From an optimization exercise on the open Yosys and OpenROAD flow, aimed at small area; shortcuts taken in it are not production practice.
Function was checked by simulation only, so behaviour that the tests miss may differ from the original.
Power figures rest on the tool's default switching activity, not on a simulated workload.

<file path="flow/run.sh">
#!/bin/bash
# synth_recipe.tcl (not shown) runs the flow's synth.tcl, then flattens the netlist and writes it again
# the make line also repeats each setting of config.mk as NAME=value (left out here)
make -C /OpenROAD-flow-scripts/flow DESIGN_CONFIG=/design/flow/config.mk WORK_HOME=/design/flow/orfs CLKGATE_MAP_FILE= SYNTH_SCRIPT=/design/flow/synth_recipe.tcl finish
</file>
<file path="flow/design.v">
module ad(clk, reset, t_data, ad_in, adclk, cs_n, volt);
    input	clk;
    input	reset;
    input	[15:0]t_data;  
    input	ad_in;
    output	adclk;
    output	cs_n;
    output	[15:0]volt;
    reg		cs_n;
    reg		adclk;
    reg		[15:0]volt;
    reg		[15:0]rsr;
    reg		[5:0]clk_div;
    reg		[4:0]ad_count;
    always@(posedge clk)
    begin
    if(reset)
        cs_n <= 1'b1;
    else if(t_data >= 16'd1 && t_data <= 16'd700)
        cs_n <= 1'b0;
    else
        cs_n <= 1'b1;
    end
    always@(posedge clk)
    begin
    if(reset || cs_n)
        clk_div <= 6'b0;
    else
        begin
        if(clk_div < 6'd39) 
            clk_div <= clk_div + 1'b1;
        else
            clk_div <= 6'b0;
        end
    end
    always@(posedge clk) 
    begin
    if(reset || cs_n)
		adclk <= 1'b1;
    else if(clk_div == 6'd19)
        adclk <= 1'b1;
    else if(clk_div == 6'd39)
        begin
        if(ad_count >= 6'd16)
            adclk <= 1'b1;
        else
            adclk <= 1'b0;
        end
    end
    always@(posedge clk)
    begin
    if(reset)
        begin
        volt <= 16'b0;
        ad_count <= 5'b0;
        end
    else if(cs_n)
        begin
        volt <= rsr;
        ad_count <= 5'b0;
        end
    else if(clk_div == 6'd39)
        begin
        if(ad_count < 5'd16)
            ad_count <= ad_count + 1'b1;
        else
            ad_count <= 5'd16;
        end
    end
    always@(posedge clk)
    begin
    if(reset)
        rsr <= 16'b0;
    else if(clk_div == 6'd19)
        begin
        if(ad_count < 5'd16)
            begin
            rsr[0] <= ad_in;
            rsr[15:1] <= rsr[14:0];
            end
        end
    end
endmodule
module rcvr(clk, reset, t, rcvd, over, tsr, clk_div, no_bits_rcvd, clk1x_en);
    input	clk;
    input	reset;
    input	[9:0]t;
    input	rcvd;
    output	over;
    output	[19:0]tsr;
    output	[1:0]clk_div;
    output	[4:0]no_bits_rcvd;
    output	clk1x_en;
    reg		over;
    reg		[19:0]tsr;
    reg		[1:0]clk_div;
    reg		[4:0]no_bits_rcvd;
    reg		clk1x_en;
    reg		error;
    reg		parity;
    reg		[11:0]tt;
    always@(posedge clk or negedge clk1x_en)
    begin
    if(!clk1x_en)
        clk_div <= 2'b0;
    else
        clk_div <= clk_div + 1'b1;
    end
	always@(posedge clk)
	begin
	if (reset)
		tt <= 12'b0;
	else if (t == 10'h3FF)
		begin
		if (tt < 12'hFFF)
			tt <= tt + 1'b1;
		else
			tt <= 12'hFFF;
		end
	else
		tt <= 12'b0;
	end
    always@(posedge clk)
    begin
    if(reset)
        clk1x_en <= 1'b0;
    else if(rcvd && tt == 12'hFFF)
        clk1x_en <= 1'b1;
    else if(error || over)
        clk1x_en <= 1'b0;
    else if(no_bits_rcvd == 5'd22 && clk_div == 2'b11)
        clk1x_en <= 1'b0;
    end
    always@(posedge clk or negedge clk1x_en)
    begin
    if(!clk1x_en)
        no_bits_rcvd <= 5'b0;
    else if(clk_div == 2'b11)
        no_bits_rcvd <= no_bits_rcvd + 1'b1;
    end
    always@(posedge clk or negedge clk1x_en)
    begin
    if(!clk1x_en)
        begin
        parity <= 1'b1;
        error <= 1'b0;
        over <= 1'b0;
        tsr <= 20'b0;
        end
    else if(clk_div == 2'b01)
        begin
        if(no_bits_rcvd == 5'b0)
            begin
            if(!rcvd)
                error <= 1'b1;
            end
        else if(no_bits_rcvd >= 5'd1 && no_bits_rcvd <= 5'd4)
            begin
            tsr[19:1] <= tsr[18:0];
            tsr[0] <= ~rcvd;
            parity <= parity^(~rcvd);
            end
        else if(no_bits_rcvd == 5'd5)
            begin
            if(tsr[3:0] == 4'b1100 || tsr[3:0] == 4'b1000)
                over <= 1'b1;
            else
                begin
                tsr[19:1] <= tsr[18:0];
                tsr[0] <= ~rcvd;
                parity <= parity^(~rcvd);
                end
            end
        else if(no_bits_rcvd >= 5'd5 && no_bits_rcvd <= 5'd20)
            begin
            tsr[19:1] <= tsr[18:0];
            tsr[0] <= ~rcvd;
            parity <= parity^(~rcvd);
            end
        else if(no_bits_rcvd == 5'd21)
            begin
            parity <= parity^(~rcvd);
            end
        else if(no_bits_rcvd == 5'd22)
            begin
            if(rcvd || parity)
                error <= 1'b1;
            end
        end
    else
        begin
        over <= 1'b0;
        error <= 1'b0;
        end
    end
endmodule
module down_deal(clk, reset, comp_tri, over, tsr, clk_div, no_bits_rcvd, clk1x_en, fault,
			start, stop, rst, check, pass,
			syn, Lockn, fre_data, pose, nege);
	input	clk;
	input	reset;
	input	[15:0]comp_tri;
	input	over;
	input	[19:0]tsr;
	input	[1:0]clk_div;
	input	[4:0]no_bits_rcvd;
	input	clk1x_en;
	input	fault;
	output	start, stop, rst, check, pass;
	output	syn;
	output	Lockn;
	output	[15:0]fre_data;
	output	[15:0]pose, nege;
	reg		start, stop, rst, check, pass;
	reg		syn;
	reg		Lockn;
	reg		[15:0]fre_data;
	reg		[15:0]pose, nege;
	reg		lock_delay;
	reg		[1:0]syn_error;
	reg		[15:0]ref_data, cmd_data;
	reg		ref_over, cmd_over;
	reg		[19:0]rsr1, rsr2;
	reg		[1:0]cs;
	reg		[15:0]cnt;
    always@(posedge clk or posedge rst)
    begin
    if(rst)
        Lockn <= 1'b1;
    else if(reset)
        Lockn <= 1'b1;
    else if(over && tsr[3:0] == 4'b1100)
        begin
        if(!(!lock_delay && Lockn))
            Lockn <= 1'b0;
        end
    end
    always@(posedge clk)
    begin
    if(reset)
        lock_delay <= 1'b0;
    else if(!rst)
        begin
        if(over && tsr[3:0] == 4'b1100)
            begin
            if(!lock_delay && Lockn)
                lock_delay <= 1'b1;
            else
                lock_delay <= 1'b0;
            end
        else if(cnt >= 16'd400)
            lock_delay <= 1'b0;
        end
    end
    always@(posedge clk)
    begin
    if(reset)
        begin
        syn_error <= 2'b0;
        syn <= 1'b0;
        end
    else if(over && tsr[3:0] == 4'b1000)
        begin
        if(!start || comp_tri <= 16'd10 || syn_error == 2'b11)
            begin
            syn_error <= 2'b0;
            syn <= 1'b1;
            end
        else
            syn_error <= syn_error + 1'b1;
        end
    else
        syn <= 1'b0;
    end
    always@(posedge clk)
    begin
    if(reset)
        begin
        cs <= 2'b0;
        ref_data <= 16'b0;
        ref_over <= 1'b0;
        cmd_data <= 16'b0;
        cmd_over <= 1'b0;
        fre_data <= 16'd40000;
        rsr1 <= 20'b0;
        rsr2 <= 20'b0;
        end
    else if(no_bits_rcvd == 5'd22 && clk_div == 2'b11)
        begin
        if(tsr == rsr1 || tsr == rsr2)
            begin
            cs <= 2'b0;
            if(tsr[19:16] == 4'b1001)
                begin
                ref_data <= tsr[15:0];
                ref_over <= 1'b1;
                end
            else if(tsr[19:16] == 4'b1010)
                begin
                cmd_data <= tsr[15:0];
                cmd_over <= 1'b1;
                end
            else if(tsr[19:16] == 4'b1011 && !start)
                begin
                fre_data <= tsr[15:0];
                end
            end
		else 
            begin
            if(cs == 2'b0)
                begin
                cs <= 2'b01;
                rsr1 <= tsr;
                end
            else if(cs == 2'b01)
                begin
                cs <= 2'b10;
                rsr2 <= tsr;
                end
            else if(cs == 2'b10)
                begin
                cs <= 2'b0;
                rsr1 <= tsr;
                end
            end
        end
    else
        begin
        ref_over <= 1'b0;
        cmd_over <= 1'b0;
        if(cnt >= 16'd400)
            begin
            cs <= 2'b0;
            rsr1 <= 20'b0;
            rsr2 <= 20'b0;
            end
        end
    end
    always@(posedge clk)
    begin
    if(reset || clk1x_en)
        cnt <= 16'd0;
    else
        begin
        if(cnt < 16'd400)
            cnt <= cnt + 1'b1;
        else
            cnt <= 16'd400;
        end
    end
	always@(posedge clk)
	begin
	if(reset || !start)
		begin
		pose <= 16'b0;
		nege <= 16'b0;
		end
	else if(ref_over)
		begin
		if(ref_data >= fre_data)
			begin
			pose <= 16'b0;
			nege <= 16'b0;
			end
		else
			begin
			pose <= fre_data - ref_data;
			nege <= ref_data;
			end
		end
	end
    always@(posedge clk)
    begin
    if(reset)
        start <= 1'b0;
    else if(cmd_over)
        begin
        if(cmd_data == 16'h1111 && !fault && Lockn)
            start <= 1'b1;
        else if(cmd_data == 16'h2222 || cmd_data == 16'h6666)
            start <= 1'b0;
        end
    else if(fault || !Lockn)
        start <= 1'b0;
    end
    always@(posedge clk)
    begin
    if(reset)
        stop <= 1'b0;
    else if(cmd_over)
        begin
        if(cmd_data == 16'h2222)
            stop <= 1'b1;
        else if(cmd_data == 16'h1111 || cmd_data == 16'h4444 || cmd_data == 16'h6666)
            stop <= 1'b0;
        end
    else if(fault || !Lockn)
        stop <= 1'b1;
    end
    always@(posedge clk)
    begin
    if(reset)
        rst <= 1'b0;
    else if(cmd_over)
        begin
        if(cmd_data == 16'h4444 && !start)
            rst <= 1'b1;
        end
    else
        rst <= 1'b0;
    end
    always@(posedge clk)
    begin
    if(reset)
        check <= 1'b0;
    else if(cmd_over)
        begin
        if(cmd_data == 16'h8888 && !start && Lockn)
            check <= 1'b1;
        else if(cmd_data == 16'h1111 || cmd_data == 16'h2222 ||
				cmd_data == 16'h4444 || cmd_data == 16'h6666)
			check <= 1'b0;
        end
    else if(!Lockn)
        check <= 1'b0;
    end
    always@(posedge clk)
    begin
    if(reset)
        pass <= 1'b0;
    else if(cmd_over)
        begin
        if(cmd_data == 16'h6666 && Lockn)
            pass <= 1'b1;
        else if(cmd_data == 16'h1111 || cmd_data == 16'h2222 || cmd_data == 16'h4444)
			pass <= 1'b0;
        end
    else if(!Lockn)
        pass <= 1'b0;
    end
endmodule
module PWM(clk, reset, syn, start, check, pass, pose, nege, fre,
            fault, fault1, fault2, fault3, fault4,
            col1, col2, col3, col4,
            K_1, K_2, K_3, K_4, comp_tri, check_data);
    input	clk;
    input	reset;
    input	syn;                   
    input	start, check, pass;
    input	[15:0]pose;        
    input	[15:0]nege;
    input	[15:0]fre;
    input	fault;
    input	fault1, fault2, fault3, fault4;
    input	col1, col2, col3, col4;
    output	K_1, K_2, K_3, K_4;
    output	[15:0]comp_tri;
    output	[15:0]check_data;
    reg		K_1, K_2, K_3, K_4;
    reg		[15:0]comp_tri;            
    reg		[15:0]check_data;
    reg		[15:0]bypass;
    reg		PA1;
    reg		PA2;
    reg		[9:0]d_data1;
    reg		[9:0]d_data2;
    reg		DIR;                     
    always@(posedge clk)
    begin
    if(reset)
        begin
        comp_tri <= 16'b0;
        DIR <= 1'b0;
        end
    else if(syn)                       
        begin
        comp_tri <= 16'b0;
        DIR <= 1'b1;
        end
    else if(DIR)                          
        begin
        if(comp_tri == fre)           
            begin
            DIR <= 1'b0;
            comp_tri <= comp_tri - 1'b1;
            end
        else
            comp_tri <= comp_tri + 1'b1;
        end
    else                             
        begin
        if(comp_tri == 16'b0)         
            begin
            DIR <= 1'b1;
            comp_tri <= comp_tri + 1'b1;
            end
        else
            comp_tri <= comp_tri - 1'b1;
        end
    end
    always@(posedge clk)
    begin
    if(reset)
        PA1 <= 1'b0;
    else if(pose < fre[15:1])
        begin
        if(DIR)
            begin
            if(comp_tri[15:1] > pose)
                PA1 <= 1'b1;
            end
        else
            begin
            if(comp_tri[15:1] < pose)
                PA1 <= 1'b0;
            end
        end
    else
        PA1 <= 1'b0;
    end
    always@(posedge clk)
    begin
    if(reset)
        PA2 <= 1'b0;
    else if(nege < fre[15:1])
        begin
        if(DIR)
            begin
            if(comp_tri[15:1] > nege)
                PA2 <= 1'b1;
            end
        else
            begin
            if(comp_tri[15:1] < nege)
                PA2 <= 1'b0;
            end
        end
    else
        PA2 <= 1'b0;
    end
    always@(posedge clk)
    begin
    if(reset || !fault)
        bypass <= 16'b0;
    else if(bypass < 16'd20000)
        bypass <= bypass + 1'b1;
    else
		bypass <= 16'd20000;
    end
    always@(posedge clk)
    begin
	if(reset)
		d_data1 <= 10'b0;
	else if(PA1)
		begin
        if(d_data1 < 10'd280)
            d_data1 <= d_data1 + 1'b1;
        else
            d_data1 <= 10'd280;
        end
    else
        begin
        if(d_data1 != 10'b0)
            d_data1 <= d_data1 - 1'b1;
        else
            d_data1 <= 10'b0;
        end
    end
    always@(posedge clk)
    begin
	if(reset)
		d_data2 <= 10'b0;
	else if(PA2)
		begin
        if(d_data2 < 10'd280)
            d_data2 <= d_data2 + 1'b1;
        else
            d_data2 <= 10'd280;
        end
    else
        begin
        if(d_data2 != 10'b0)
            d_data2 <= d_data2 - 1'b1;
        else
            d_data2 <= 10'b0;
        end
    end
    always@(posedge clk)
    begin
    if(reset)
        begin
        K_1 <= 1'b0;
        K_2 <= 1'b0;
        end
    else if(start && pose != 16'b0 && nege != 16'b0)
        begin
        if(d_data1 == 10'd280) 
			K_1 <= 1'b1;
		else
			K_1 <= 1'b0;
		if(d_data1 == 10'b0)
			K_2 <= 1'b1;
		else
			K_2 <= 1'b0;
		end
    else
        begin
        if(check)
            begin
            if(check_data <= 16'd9500 && col2)
                K_1 <= 1'b1;
            else
                K_1 <= 1'b0;
            if(check_data >= 16'd10000 && check_data <= 16'd19500 && col1)
                K_2 <= 1'b1;
            else
                K_2 <= 1'b0;
            end
        else if((bypass > 16'b0 && bypass < 16'd20000) || pass)
            begin
            if(!fault1 && !fault3 && col2 && col4)
                K_1 <= 1'b1;
            else
				begin
                K_1 <= 1'b0;
				if(!fault2 && !fault4 && col1 && col3)
					K_2 <= 1'b1;
                else
                    K_2 <= 1'b0;
                end
            end
        else
            begin
            K_1 <= 1'b0;
            K_2 <= 1'b0;
            end
        end
    end
    always@(posedge clk)
    begin
    if(reset)
        begin
        K_3 <= 1'b0;
        K_4 <= 1'b0;
        end
    else if(start && pose != 16'b0 && nege != 16'b0)
        begin
        if(d_data2 == 10'd280)
			K_3 <= 1'b1;
		else
			K_3 <= 1'b0;
		if(d_data2 == 10'b0)
			K_4 <= 1'b1;
		else
			K_4 <= 1'b0;
		end
    else
        begin
        if(check)
            begin
            if(check_data >= 16'd20000 && check_data <= 29500 && col4)
                K_3 <= 1'b1;
            else
                K_3 <= 1'b0;
            if(check_data >= 16'd30000 && check_data <= 16'd39500 && col3)
                K_4 <= 1'b1;
            else
                K_4 <= 1'b0;
            end
        else if((bypass > 16'b0 && bypass < 16'd20000) || pass)
            begin
            if(!fault1 && !fault3 && col2 && col4)
                K_3 <= 1'b1;
            else
				begin
                K_3 <= 1'b0;
				if(!fault2 && !fault4 && col1 && col3)
					K_4 <= 1'b1;
                else
                    K_4 <= 1'b0;
                end
            end
        else
            begin
            K_3 <= 1'b0;
            K_4 <= 1'b0;
            end
        end
    end
    always@(posedge clk)
    begin
    if(reset || !check)
        check_data <= 16'd0;
    else if(check_data < 16'd60000)
        check_data <= check_data + 1'b1;
    else
        check_data <= 16'd60000;
    end
endmodule
module pwm_down(clk, reset, t, rcvd,
            fault, fault1, fault2, fault3, fault4,
            col1, col2, col3, col4,
            start, stop, rst, check, pass,
			check_data, comp_tri,
			syn, Lockn, fre_data,
			K_1, K_2, K_3, K_4);
	input	clk;
	input	reset;
    input	[9:0]t;
    input	rcvd;
    input	fault;
    input	fault1, fault2, fault3, fault4;
    input	col1, col2, col3, col4;
    output	start, stop, rst, check, pass;
    output	[15:0]check_data;
	output	syn;
	output	Lockn;
	output	[15:0]fre_data;
    output	K_1, K_2, K_3, K_4;
    output	[15:0]comp_tri;
    wire	over;
    wire	[19:0]tsr;
    wire	[1:0]clk_div;
    wire	[4:0]no_bits_rcvd;
    wire	clk1x_en;
    wire	[15:0]pose, nege;
    rcvr rcvr(clk, reset, t, rcvd, over, tsr, clk_div, no_bits_rcvd, clk1x_en);
    down_deal down_deal(clk, reset, comp_tri, over, tsr, clk_div, no_bits_rcvd, clk1x_en, fault,
			start, stop, rst, check, pass,
			syn, Lockn, fre_data, pose, nege);
	PWM PWM(clk, reset, syn, start, check, pass, pose, nege, fre_data,
            fault, fault1, fault2, fault3, fault4,
            col1, col2, col3, col4,
            K_1, K_2, K_3, K_4, comp_tri, check_data);
endmodule
module sign_deal(clk, reset, start, stop, rst, check, pass, Lockn, syn, rcvd,
			tr1, tr2, tr3, tr4, ov, uv, TEM, db, col1, col2, col3, col4,
			check_data, fre_data, state, comp_tri,
            fault, fault1, fault2, fault3, fault4, call_fault,
            ov_fault, uv_fault, db_fault, TEM_fault);
	input	clk;
	input	reset;
	input	start, stop, rst, check, pass, Lockn, syn; 
	input	rcvd;
	input	[15:0]comp_tri; 
	input	tr1, tr2, tr3, tr4;
	input	ov, uv, TEM, db;
	input	col1, col2, col3, col4;
	input	[15:0]check_data, fre_data;
	output	[15:0]state;
	output	fault;
	output	fault1, fault2, fault3, fault4, call_fault;
	output	ov_fault, uv_fault, db_fault, TEM_fault;   
	wire	[15:0]state;
	wire	fault;
	reg		fault1, fault2, fault3, fault4;
	reg		[9:0]call_count1;
	reg		[3:0]call_count2;
	reg		connect;
	reg		call_fault;
	reg		ready;
	wire	switch_fault1, switch_fault2, switch_fault3, switch_fault4;
	wire	tr1_n, tr2_n, tr3_n, tr4_n;
	always@(posedge clk or posedge rst)
    begin
    if(rst)
        ready <= 1'b0;
    else if(reset)
        ready <= 1'b0;
    else if(syn || start || check)
        ready <= 1'b1;
    end
    always@(posedge clk)
    begin
    if(reset)
        call_count1 <= 10'b0;
    else if(ready)
        begin
        if(!rcvd)
            call_count1 <= 10'b0;
        else if(call_count1 < 10'd400)
            call_count1 <= call_count1 + 1'b1;
        else
            call_count1 <= 10'd400;
        end
    else
        call_count1 <= 10'b0;
    end
    always@(posedge clk)
    begin
	if(reset)
		begin
		connect <= 1'b0;
		call_count2 <= 4'b0;
		end
	else if(ready)
		begin
		if(syn)
			connect <= 1'b1;
		else if(comp_tri == fre_data)
			begin
			connect <= 1'b0;
			if(connect)
				call_count2 <= 4'b0;
			else if(call_count2 < 4'b0100)
				call_count2 <= call_count2 + 1'b1;
			else
				call_count2 <= 4'b0100;
			end
		end
	else
		call_count2 <= 4'b0;
	end
    always@(posedge clk)
    begin
    if(reset || !ready)
        call_fault <= 1'b0;
    else if(call_count1 >= 10'd400 || 
			call_count2 >= 4'b0100)
        call_fault <= 1'b1;
    end
	always@(posedge clk or posedge rst)
	begin
	if(rst)
		begin
		fault1 <= 1'b0;
		fault2 <= 1'b0;
		fault3 <= 1'b0;
		fault4 <= 1'b0;
		end
	else if(reset)
		begin
		fault1 <= 1'b0;
		fault2 <= 1'b0;
		fault3 <= 1'b0;
		fault4 <= 1'b0;
		end
	else if(check_data == 16'd5000)
        begin
        if(col1 && col2)
            fault1 <= 1'b1;
        if(!col2)
            fault2 <= 1'b1;
        if(!col3)
            fault3 <= 1'b1;
        if(!col4)
            fault4 <= 1'b1;
        end
    else if(check_data == 16'd15000)
        begin
        if(!col1)
            fault1 <= 1'b1;
        if(col2 && col1)
            fault2 <= 1'b1;
        if(!col3)
            fault3 <= 1'b1;
        if(!col4)
            fault4 <= 1'b1;
        end
    else if(check_data == 16'd25000)
        begin
        if(!col1)
            fault1 <= 1'b1;
        if(!col2)
            fault2 <= 1'b1;
        if(col3 && col4)
            fault3 <= 1'b1;
        if(!col4)
            fault4 <= 1'b1;
        end
    else if(check_data == 16'd35000)
        begin
        if(!col1)
            fault1 <= 1'b1;
        if(!col2)
            fault2 <= 1'b1;
        if(!col3)
            fault3 <= 1'b1;
        if(col4 && col3)
            fault4 <= 1'b1;
        end
    else
		begin
		if(switch_fault1)
			fault1 <= 1'b1;
		if(switch_fault2)
			fault2 <= 1'b1;
		if(switch_fault3)
			fault3 <= 1'b1;
		if(switch_fault4)
			fault4 <= 1'b1;
		end
    end
    assign state = {2'b0, pass, check, ov_fault, uv_fault, TEM_fault, db_fault,
					fault1, fault2, fault3, fault4, start, (~Lockn), 1'b0, call_fault};
    assign tr1_n = ~tr1;
    assign tr2_n = ~tr2;
    assign tr3_n = ~tr3;
    assign tr4_n = ~tr4;
    error t1(clk, reset, rst, tr1_n, switch_fault1);
    error t2(clk, reset, rst, tr2_n, switch_fault2);
    error t3(clk, reset, rst, tr3_n, switch_fault3);
    error t4(clk, reset, rst, tr4_n, switch_fault4);
 error ov_f(clk, reset, rst, ov, ov_fault);  
    alarm uv_f(clk, reset, rst, uv, uv_fault);
  error  TEM_f(clk, reset, rst, TEM, TEM_fault); 
   alarm db_f(clk, reset, rst, db, db_fault);  
    assign fault = (call_fault || ov_fault || TEM_fault || fault1 || fault2 || fault3 || fault4);
endmodule
module error(clk, reset, rst, in, out);
    input	clk;
    input	reset;
    input	rst;
    input	in;
    output	out;
    reg		out;
    reg		[3:0]count;
    always@(posedge clk)
    begin
    if(rst || reset)
        begin
        count <= 4'b0;
        out <= 1'b0;
        end
    else if(in)
        begin
        if(count < 4'b1000)
            count <= count + 1'b1;
        else
			begin
			count <= 4'b1000;
            out <= 1'b1;
            end
        end
    else begin
		count <= 4'b0;
		 out <= 1'b0;  
		end
    end
endmodule
module alarm(clk, reset, rst, in, out);
    input	clk;
    input	reset;
    input	rst;
    input	in;
    output	out;
    reg		out;
    reg		[3:0]count;
    always@(posedge clk)
    begin
    if(rst || reset)
        begin
        count <= 4'b0;
        out <= 1'b0;
        end
    else if(in)
        begin
        if(count < 4'b1000)
            count <= count + 1'b1;
        else
            begin
			count <= 4'b1000;
            out <= 1'b1;
            end
        end
    else
		begin
        if(count != 4'b0)
            count <= count - 1'b1;
        else
            begin
			count <= 4'b0;
            out <= 1'b0;
            end
        end
    end
endmodule
module up_sign(clk, reset, t_data, clk1x_en, fault,
			fault_en, fre_en, volt_en, state_en);
    input	clk;
    input	reset;
    input	[15:0]t_data;
    input	clk1x_en;
    input	fault;
    output	fault_en, fre_en, volt_en, state_en;
    reg		fault_en, fre_en, volt_en, state_en;
    reg		fault_delay1, fault_delay2, fre_en_delay, volt_en_delay, state_en_delay;
    always@(posedge clk)
    begin
    if(reset)
        begin
        fault_delay1 <= 1'b0;
        fault_delay2 <= 1'b0;
        fault_en <= 1'b0;
        end
    else
        begin
        fault_delay1 <= fault;
        fault_delay2 <= fault_delay1;
        if(fault_delay1 && !fault_delay2)
        fault_en <= 1'b1;
    else
        fault_en <= 1'b0;
        end
    end
    always@(posedge clk)
    begin
    if(reset)
        begin
        volt_en <= 1'b0;
        volt_en_delay <= 1'b0;
        end
    else if(t_data == 16'd1000)
        begin
        if(!clk1x_en)
            begin
            volt_en <= 1'b1;
            volt_en_delay <= 1'b0;
            end
        else
            volt_en_delay <= 1'b1;
        end
    else if(volt_en_delay && !clk1x_en)
        begin
        volt_en <= 1'b1;
        volt_en_delay <= 1'b0;
        end
    else
        volt_en <= 1'b0;
    end
    always@(posedge clk)
    begin
    if(reset)
        begin
        state_en <= 1'b0;
        state_en_delay <= 1'b0;
        end
    else if(t_data == 16'd2000)
        begin
        if(!clk1x_en)
            begin
            state_en <= 1'b1;
            state_en_delay <= 1'b0;
            end
        else
            state_en_delay <= 1'b1;
        end
    else if(state_en_delay && !clk1x_en)
        begin
        state_en <= 1'b1;
        state_en_delay <= 1'b0;
        end
    else
        state_en <= 1'b0;
    end
    always@(posedge clk)
    begin
    if(reset)
        begin
        fre_en <= 1'b0;
        fre_en_delay <= 1'b0;
        end
    else if(t_data == 16'd3000)
        begin
        if(!clk1x_en)
            begin
            fre_en <= 1'b1;
            fre_en_delay <= 1'b0;
            end
        else
            fre_en_delay <= 1'b1;
        end
    else if(fre_en_delay && !clk1x_en)
        begin
        fre_en <= 1'b1;
        fre_en_delay <= 1'b0;
        end
    else
        fre_en <= 1'b0;
    end
endmodule
module send(clk, reset, fault_en, fre_en, volt_en, state_en,
			fre_data, volt, state, clk1x_en, sent);
    input	clk;
    input	reset;
    input	fault_en, fre_en, volt_en, state_en;
    input	[15:0]fre_data, volt, state;
    output	clk1x_en;
    output	sent;
    reg		clk1x_en;
    reg		sent;
    reg		[7:0]no_bits_sent;
    reg		[1:0]cs;
    reg		[2:0]clk_div;
    reg		[20:0]rsr;
    reg		parity;
    reg		[20:0]tsr;
    reg		en;
    always@(posedge clk)
    begin
    if(reset || !clk1x_en)
        clk_div <= 3'b0;
    else
        clk_div <= clk_div + 1'b1;
    end
    always@(posedge clk)
    begin
    if(reset)
        begin
        cs <= 2'b0;
        clk1x_en <= 1'b0;
        rsr <= 21'b0;
        end
    else if(fault_en)
        begin
        cs <= 2'b01;
        clk1x_en <= 1'b1;
        rsr <= {5'b00101, 3'b111, 5'b00101, 3'b111, 5'b00101};
        end
    else if(fre_en)
		begin
		cs <= 2'b10;
		clk1x_en <= 1'b1;
		rsr <= {5'b00010, fre_data};
		end
    else if(state_en)
        begin
        cs <= 2'b10;
        clk1x_en <= 1'b1;
        rsr <= {5'b00100, state};
        end
    else if(volt_en)
        begin
        cs <= 2'b10;
        clk1x_en <= 1'b1;
        rsr <= {5'b00001, volt};
        end
    else if((cs == 2'b10 && no_bits_sent == 8'd75)||(cs == 2'b01 && no_bits_sent == 8'd150))
        begin
        cs <= 2'b0;
        clk1x_en <= 1'b0;
        end
    end
    always@(posedge clk)
    begin
    if(reset)
        en <= 1'b0;
    else if(clk_div == 3'b011 && (no_bits_sent == 8'b0 || no_bits_sent == 8'd25 ||
		no_bits_sent == 8'd50 || no_bits_sent == 8'd75 || no_bits_sent == 8'd100 ||
		no_bits_sent == 8'd125))
        en <= 1'b1;
    else
        en <= 1'b0;
    end
    always@(posedge clk or negedge clk1x_en)
    begin
    if(!clk1x_en)
        no_bits_sent <= 8'b0;
    else if(clk_div == 3'b111)
        no_bits_sent <= no_bits_sent + 1'b1;
    end
    always@(posedge clk or negedge clk1x_en)
    begin
    if(!clk1x_en)
        begin
        parity <= 1'b1;
        sent <= 1'b1;
        end
    else if(en)
        begin
        parity <= 1'b1;
        end
    else if(clk_div == 3'b011)
        begin
        if((no_bits_sent >= 8'd1 && no_bits_sent <= 8'd21) ||
			(no_bits_sent >= 8'd26 && no_bits_sent <= 8'd46) ||
			(no_bits_sent >= 8'd51 && no_bits_sent <= 8'd71) ||
			(no_bits_sent >= 8'd76 && no_bits_sent <= 8'd96) ||
			(no_bits_sent >= 8'd101 && no_bits_sent <= 8'd121) ||
			(no_bits_sent >= 8'd126 && no_bits_sent <= 8'd146))
            begin
            sent <= tsr[20];
            parity <= parity^tsr[20];
            end
        else if(no_bits_sent == 8'd22 || no_bits_sent == 8'd47 ||
				no_bits_sent == 8'd72 || no_bits_sent == 8'd97 ||
				no_bits_sent == 8'd122 || no_bits_sent == 8'd147)
            sent <= parity;
        else
            sent <= 1'b1;
        end
    end
    always@(posedge clk)
    begin
    if(reset)
        tsr <= 21'b0;
    else if(clk1x_en)
        begin
        if(en)
            tsr <= rsr;
        else if(clk_div == 3'b011 &&
			((no_bits_sent >= 8'd1 && no_bits_sent <= 8'd21) ||
			(no_bits_sent >= 8'd26 && no_bits_sent <= 8'd46) ||
			(no_bits_sent >= 8'd51 && no_bits_sent <= 8'd71) ||
			(no_bits_sent >= 8'd76 && no_bits_sent <= 8'd96) ||
			(no_bits_sent >= 8'd101 && no_bits_sent <= 8'd121) ||
			(no_bits_sent >= 8'd126 && no_bits_sent <= 8'd146)))
            tsr[20:1] <= tsr[19:0];
        end
    end
endmodule
module pwm_up(clk, reset, start, stop, rst, check, pass, Lockn, syn, sent, rcvd, comp_tri,
            tr1, tr2, tr3, tr4, ov, uv, TEM, db, col1, col2, col3, col4,
            check_data, volt, t_data, fre_data,
            fault, fault1, fault2, fault3, fault4, call_fault,
            ov_fault, uv_fault, db_fault, TEM_fault);
	input	clk;
	input	reset;
	input	start, stop, rst, check, pass, Lockn, syn;
	input	rcvd;
	input	[15:0]comp_tri;
	input	tr1, tr2, tr3, tr4;
	input	ov, uv, TEM, db;
	input	col1, col2, col3, col4;
	input	[15:0]check_data, volt, t_data, fre_data;
	output	sent;
	output	fault;
	output	fault1, fault2, fault3, fault4, call_fault;
	output	ov_fault, uv_fault, db_fault, TEM_fault;
	wire	[15:0]state;
	wire	clk1x_en;
	wire	fault_en, fre_en, volt_en, state_en;
	sign_deal sign_deal(clk, reset, start, stop, rst, check, pass, Lockn, syn, rcvd,
			tr1, tr2, tr3, tr4, ov, uv, TEM, db, col1, col2, col3, col4,
			check_data, fre_data, state, comp_tri,
            fault, fault1, fault2, fault3, fault4, call_fault,
            ov_fault, uv_fault, db_fault, TEM_fault);
	up_sign up_sign(clk, reset, t_data, clk1x_en, fault,
			fault_en, fre_en, volt_en, state_en);
	send send(clk, reset, fault_en, fre_en, volt_en, state_en,
			fre_data, volt, state, clk1x_en, sent);
endmodule
module UNIT_FINAL(clk, reset, tr1, tr2, tr3, tr4, ov, uv, TEM, db, col1, col2, col3, col4,
            ad_in, adclk, cs_n, K_1, K_2, K_3, K_4, K_5, rcvd, sent,
            LED1, LED2, LED3, LED4, LED5, LED6, LED7, LED8, LED9, LED10);
	input	clk;
	input	reset;
	input	tr1, tr2, tr3, tr4;
	input	ov, db, uv, TEM;
	input	col1, col2, col3, col4;
	input	rcvd;
	input	ad_in;
	output	adclk, cs_n;
	output	sent;
	output	K_1, K_2, K_3, K_4, K_5;
	output	LED1, LED2, LED3, LED4, LED5, LED6, LED7, LED8, LED9, LED10;
	wire	[15:0]check_data;
	wire	[15:0]comp_tri;
	wire	fault;
	wire	fault1, fault2, fault3, fault4, call_fault;
	wire	syn;
	wire	start, stop, rst, check, pass;
	wire	Lockn;
	wire	[15:0]fre_data;
	wire	[15:0]volt;
	wire	ov_fault, uv_fault, db_fault, TEM_fault;
	reg		LED1, LED2, LED3, LED4, LED5, LED6, LED7, LED8, LED9, LED10;
	reg		[9:0]t;
	reg		[15:0]tri_200us;
	reg		[4:0]tri_count;
	wire	K_5;
	assign	K_5 = 1'b0;
	always@(posedge clk)
	begin
	if(reset)
		begin
		LED1 <= 1'b0;
		LED2 <= 1'b0;
		LED3 <= 1'b0;
		LED4 <= 1'b0;
		LED5 <= 1'b0;
		LED6 <= 1'b0;
		LED7 <= 1'b0;
		LED8 <= 1'b0;
		LED9 <= 1'b0;
		LED10 <= 1'b0;
		end
	else if(tri_count >= 5'd30) 
		begin
		LED1 <= ~fault1;
		LED2 <= ~fault2;
		LED3 <= ~fault3;
		LED4 <= ~fault4;
		LED5 <= ~ov_fault; 
		LED6 <= ~uv_fault; 
		LED7 <= ~TEM_fault; 
		LED8 <= ~call_fault;
		LED9 <= ~start;
		LED10 <= ~stop;
		end
	else if(tri_count <= 5'd5) 
		begin
		LED1 <= 1'b0;
		LED2 <= 1'b0;
		LED3 <= 1'b0;
		LED4 <= 1'b0;
		LED5 <= 1'b0;
		LED6 <= 1'b0;
		LED7 <= 1'b0;
		LED8 <= 1'b0;
		LED9 <= 1'b0;
		LED10 <= 1'b0;
		end
	else if(tri_count <= 5'd10) 
		begin
		LED1 <= 1'b1;
		LED2 <= 1'b1;
		LED3 <= 1'b1;
		LED4 <= 1'b1;
		LED5 <= 1'b1;
		LED6 <= 1'b1;
		LED7 <= 1'b1;
		LED8 <= 1'b1;
		LED9 <= 1'b1;
		LED10 <= 1'b1;
		end
	else if(tri_count <= 5'd20) 
		begin
		LED1 <= 1'b0;
		LED2 <= 1'b0;
		LED3 <= 1'b0;
		LED4 <= 1'b0;
		LED5 <= 1'b0;
		LED6 <= 1'b0;
		LED7 <= 1'b0;
		LED8 <= 1'b0;
		LED9 <= 1'b0;
		LED10 <= 1'b0;
		end
	else
		begin
		LED1 <= 1'b1;
		LED2 <= 1'b1;
		LED3 <= 1'b1;
		LED4 <= 1'b1;
		LED5 <= 1'b1;
		LED6 <= 1'b1;
		LED7 <= 1'b1;
		LED8 <= 1'b1;
		LED9 <= 1'b1;
		LED10 <= 1'b1;
		end
	end
	always@(posedge clk)
	begin
	if(reset)
		t <= 10'b0;
	else if(t < 10'h3FF)
		t <= t + 1'b1;
	else
		t <= 10'h3FF;
	end
	always@(posedge clk)
	begin
	if(reset)
		begin
		tri_200us <= 16'b0;
		tri_count <= 5'b0;
		end
	else if(t < 10'h3FF)
		tri_200us <= 16'b0;
	else if(tri_200us < 16'd7999)
		tri_200us <= tri_200us + 1'b1;    
	else
		begin
		tri_200us <= 16'b0;
		if(tri_count < 5'd30)
			tri_count <= tri_count + 1'b1;
		else
			tri_count <= 5'd30;
		end
	end
	ad ad(clk, reset, tri_200us, ad_in, adclk, cs_n, volt);
	pwm_down pwm_down(clk, reset, t, rcvd,
            fault, fault1, fault2, fault3, fault4,
            col1, col2, col3, col4,
            start, stop, rst, check, pass,
			check_data, comp_tri,
			syn, Lockn, fre_data,
			K_1, K_2, K_3, K_4);
	pwm_up pwm_up(clk, reset, start, stop, rst, check, pass, Lockn, syn, sent, rcvd, comp_tri,
            tr1, tr2, tr3, tr4, ov, uv, TEM, db, col1, col2, col3, col4,
            check_data, volt, tri_200us, fre_data,
            fault, fault1, fault2, fault3, fault4, call_fault,
            ov_fault, uv_fault, db_fault, TEM_fault);
endmodule
</file>
<file path="flow/config.mk">
export PLATFORM = sky130hd
export DESIGN_NAME = UNIT_FINAL
export DESIGN_NICKNAME = UNIT_FINAL
export VERILOG_FILES = /design/flow/design.v
export SDC_FILE = /design/flow/constraint.sdc
export NUM_CORES = 4
export LEC_CHECK = 0
export CAP_MARGIN = 20
export CORE_MARGIN = 2
export CORE_UTILIZATION = 40
export SLEW_MARGIN = 20
</file>
<file path="flow/constraint.sdc">
create_clock -name core_clock -period 6.0 [get_ports {clk}]
set_input_delay 1.2000 -clock core_clock [delete_from_list [all_inputs] [get_ports {clk}]]
set_output_delay 1.2000 -clock core_clock [all_outputs]
set_load 0.01 [all_outputs]
</file>
==> run summary <==
* Run status: complete, no violations
* Slew Viols, Final at 0
* Final worst path period need at 3.26 ns
* Core area at 0.0592 sq mm
* Pleak at 10.3 nW
* Sum of negative setup slack at 0 ns
* Grt ovf at 0
* Clk Latency, worst-skew pair at 0.61 ns
* Post-synthesis sequential area ratio at around two fifths
* Vias per std cell at 5.49
* Async S/R FF share, synth at 9.56%
* PortBufs at 32
* Max clock buf depth at 3
* Achievable Freq at 306 MHz
* Final #Nets at 2,863
* Rows at 89
* Post-CTS sizing at 0
* Peak supply drop at 0.203 mV
* Fill cell count at 5,729
* Total GRT Usage at 19.4%
* Final worst path period share at a little over half
* I/O Pins at 34
* Die height at 249 um
* Power Dens Cells at 308 mW/mm^2
* Initial Util at 40.7%
* Max-slew headroom at 27.6%
* Critical Path Source Type: flip-flop
* TritonCTS clock tree: done
* Antenna Cells at 0
* Post-CTS Setup Repair Bufs at 0
* # setup viols final at 0
* First-pass GRT wire length at 99,300 um
* Root Driver: clkbuf_16
* Die X at 249 um
* Most frequent cells in the layout: dfxtp_1 (435), nor2_1 (358), nand2_1 (208)
* Mapped Area at 0.0241 sq mm
* CP arrival at approximately 3.8 ns
* CTS H-tree lvls at 2
* Clk slew on worst S/H paths at 0.06 ns
* Netlist cell types at 87
* Setup WS post-layout at 2.74 ns
* RSZ-0062 raised after global routing: false
* CP endpoint kind: flip-flop
* Tot Pwr at 8.22 mW
* Num CTS Buffers at 52
* DIE AREA at about 0.062 sq mm
* Reg-to-reg slack, setup at 2.74 ns
* Share of layout cells above drive strength 1 at 6.20%
* Worst-path fanout max at 15
* Largest net degree at the start of global routing at 125
* Mapped Cells at approximately 2,800
* WL per Instance at 17.4 um
* Post-Route WL at 61,400 um
* Slew @ Worst Pin at 1.08 ns
* ANT nets after route at 0
* Vias in the first global route at between 15,000 and 20,000
* Initial DRC Count at 1,276
* Drt drc at 0
* Top FF cell, synth: dfxtp_1
* Final HPWL DP at approximately 44,000 um
* Max-cap violations at 0
* DR vias at about 19,000
* Hold Buf Count CTS at 0
* Flops & latches, synth at 481
* Initial antenna violation count at 1
* Commonest non-fill, non-tap cell in the layout: dfxtp_1
* CTS sink count at approximately 480
* Required time of the critical path at 6.50 ns
* Placer Congestion at approximately 0.9
* Placement Setup Slack at 2.79 ns
* EDFF count, synth at 0
* Layout overhead on the synthesized area at 10.9%
* Pre-antenna DRT Iters at 5
* Mean Syn Cell Area at 8.71 sq um
* Synth warnings at 10
* Hold Fails Final Rpt at 0
* R2R depth at 9
* Clock skew at 0.0213 ns
* HP Class: reg -> async
* Crit path kind: reg -> reg
## flip-flops by register name, summed over array words and instances (netlist names), 19 cells and up
| signal | count |
|---|---|
| pwm_down.down_deal.rsr1 | 20 |
| pwm_down.down_deal.rsr2 | 20 |
| pwm_down.rcvr.tsr | 20 |
| pwm_up.send.rsr | 19 |
| pwm_up.send.tsr | 21 |
## routing by layer
layer | vias to the layer above | share of wire [%] | GRT usage, %
met5 | - | 0.020 | 0
met4 | 2 | 2.4 | 5.92
met3 | 103 | 6.2 | 3.89
met2 | 458 | 46 | 31.9
met1 | 9275 | 46 | 25.7
li1 | 9566 | - | -
## logic make-up (layout without fill, tap and decap cells)
| logic type | after synthesis | count (layout) | share of synthesized area [%] |
|---|---|---|---|
| fa+ha+maj | 131 | 131 | 6.83 |
| mux | 163 | 163 | 6.89 |
| simple gates | 1034 | 1034 | 21.0 |
| flops | 481 | 481 | 40.9 |
| other cells | 1 | 13 | 0.0156 |
| buf+inv | 305 | 285 | 5.06 |
| compound gates | 474 | 474 | 12.8 |
| xor+xnor | 178 | 178 | 6.47 |
## synthesized netlist by cell type (all sizes together) (7+ instances only)
| master | count | area share (%) |
|---|---|---|
| a211o | 10 | 0.36 |
| or2 | 21 | 0.55 |
| a22oi | 32 | 1.0 |
| nor2b | 22 | 0.57 |
| nand3 | 82 | 1.7 |
| buf | 25 | 0.60 |
| nand4 | 58 | 1.5 |
| mux2i | 141 | 5.9 |
| a211oi | 39 | 1.2 |
| xnor2 | 73 | 2.7 |
| or3 | 8 | 0.21 |
| o21a | 10 | 0.31 |
| o22ai | 10 | 0.29 |
| and4 | 7 | 0.25 |
| a31oi | 22 | 0.60 |
| o211ai | 15 | 0.47 |
| inv | 141 | 2.2 |
| o21ai | 63 | 1.3 |
| nor3 | 72 | 1.5 |
| nand4b | 8 | 0.29 |
| clkbuf | 137 | 2.2 |
| o31ai | 8 | 0.25 |
| a21o | 23 | 0.72 |
| mux2 | 22 | 1.0 |
| nor2 | 359 | 5.6 |
| and3 | 23 | 0.61 |
| or4 | 11 | 0.38 |
| xor2 | 105 | 3.8 |
| nor4bb | 8 | 0.33 |
| dfrtp | 42 | 4.4 |
| a21oi | 167 | 3.5 |
| nor4 | 53 | 1.4 |
| a311oi | 9 | 0.35 |
| nor3b | 12 | 0.37 |
| and2 | 13 | 0.34 |
| nand2b | 45 | 1.2 |
| dfxtp | 435 | 36 |
| nor4b | 10 | 0.36 |
| ha | 130 | 6.8 |
| nand2 | 208 | 3.2 |
## stage by stage
step	std cells	utilization [%]	hold slack, ns	cell area [sq um]
3_3_place_gp	3433	42.0	0.0644	24900
2_1_floorplan	2779	-	0.124	24100
3_5_place_dp	3433	42.0	0.0603	24900
6_report	3532	45.1	0.0652	26700
5_1_grt	3532	45.1	0.0902	26700
4_1_cts	3530	45.0	0.0702	26700
## where the power goes
part / internal (mW) / total [mW] / switching (mW)
sequential: 3.33 / 3.61 / 0.276
clock: 2.04 / 3.36 / 1.32
combinational: 0.572 / 1.26 / 0.683
## path summary, 6_finish.rpt
check                                                             start                                       end
setup / recovery           pwm_down.down_deal.fre_data[12]$_SDFFE_PP1P_  pwm_down.down_deal.pose[13]$_SDFFE_PP0P_
hold / removal                      pwm_down.rcvr.clk1x_en$_SDFFE_PP0P_         pwm_down.rcvr.tsr[19]$_DFFE_PN0P_
setup reg to reg           pwm_down.down_deal.fre_data[12]$_SDFFE_PP1P_  pwm_down.down_deal.pose[13]$_SDFFE_PP0P_
hold reg to reg                     pwm_down.rcvr.clk1x_en$_SDFFE_PP0P_         pwm_down.rcvr.tsr[19]$_DFFE_PN0P_
max in group asynchronous             pwm_up.send.clk1x_en$_SDFFE_PP0P_   pwm_up.send.no_bits_sent[0]$_DFFE_PN0N_
min in group core_clock          pwm_up.up_sign.fault_delay2$_SDFF_PP0_        pwm_up.up_sign.fault_en$_SDFF_PP0_
## final cells by class
| type | instances | area (sq um) | share of cell area, % |
|---|---|---|---|
| Sequential cell | 481 | 9860 | 36.9 |
| Timing Repair Buffer | 47 | 454 | 1.70 |
| Inverter | 141 | 529 | 1.98 |
| Multi-Input combinational cell | 1993 | 13100 | 48.9 |
| Clock buffer | 81 | 1630 | 6.12 |
| Tap cell | 773 | 967 | 3.62 |
| Clock inverter | 16 | 195 | 0.731 |
## worst max-delay path: stages, from the launching register on
cell	delay, ns
dfxtp_1	0.39
ha_1	0.42
nand4_1	0.14
or3_1	0.43
a211oi_1	0.22
a211oi_1	0.13
nor2_1	0.79
buf_4	0.35
o311ai_0	0.15
o32ai_1	0.13

==> port drivers added, routing unchanged <==
The flow's constraints put no driver on any port. The routed layout listed below was extracted and timed again, unchanged, in two steps. Step 1 assumes that a clkbuf_16 drives the clock port and a buf_2 every other input. Step 2 also shifts input and output timing later by t, the mid clock arrival at the registers, as if the neighbouring blocks saw the same clock. Three values: ideal ports, drivers, drivers and shift; two values: the first two.
t (ns): 0.653
setup slack, ns: 2.736 / 2.736 / 2.736
clock arrival spread, ns: 0.022 / 0.022
worst data-port slew with drivers (ns): 0.08
pins driven straight from the clock port: 1
After both steps this run still meets setup and hold. For this run, drivers alone change the setup slack by 0.000 ns; drivers and shift together by 0.000 ns.
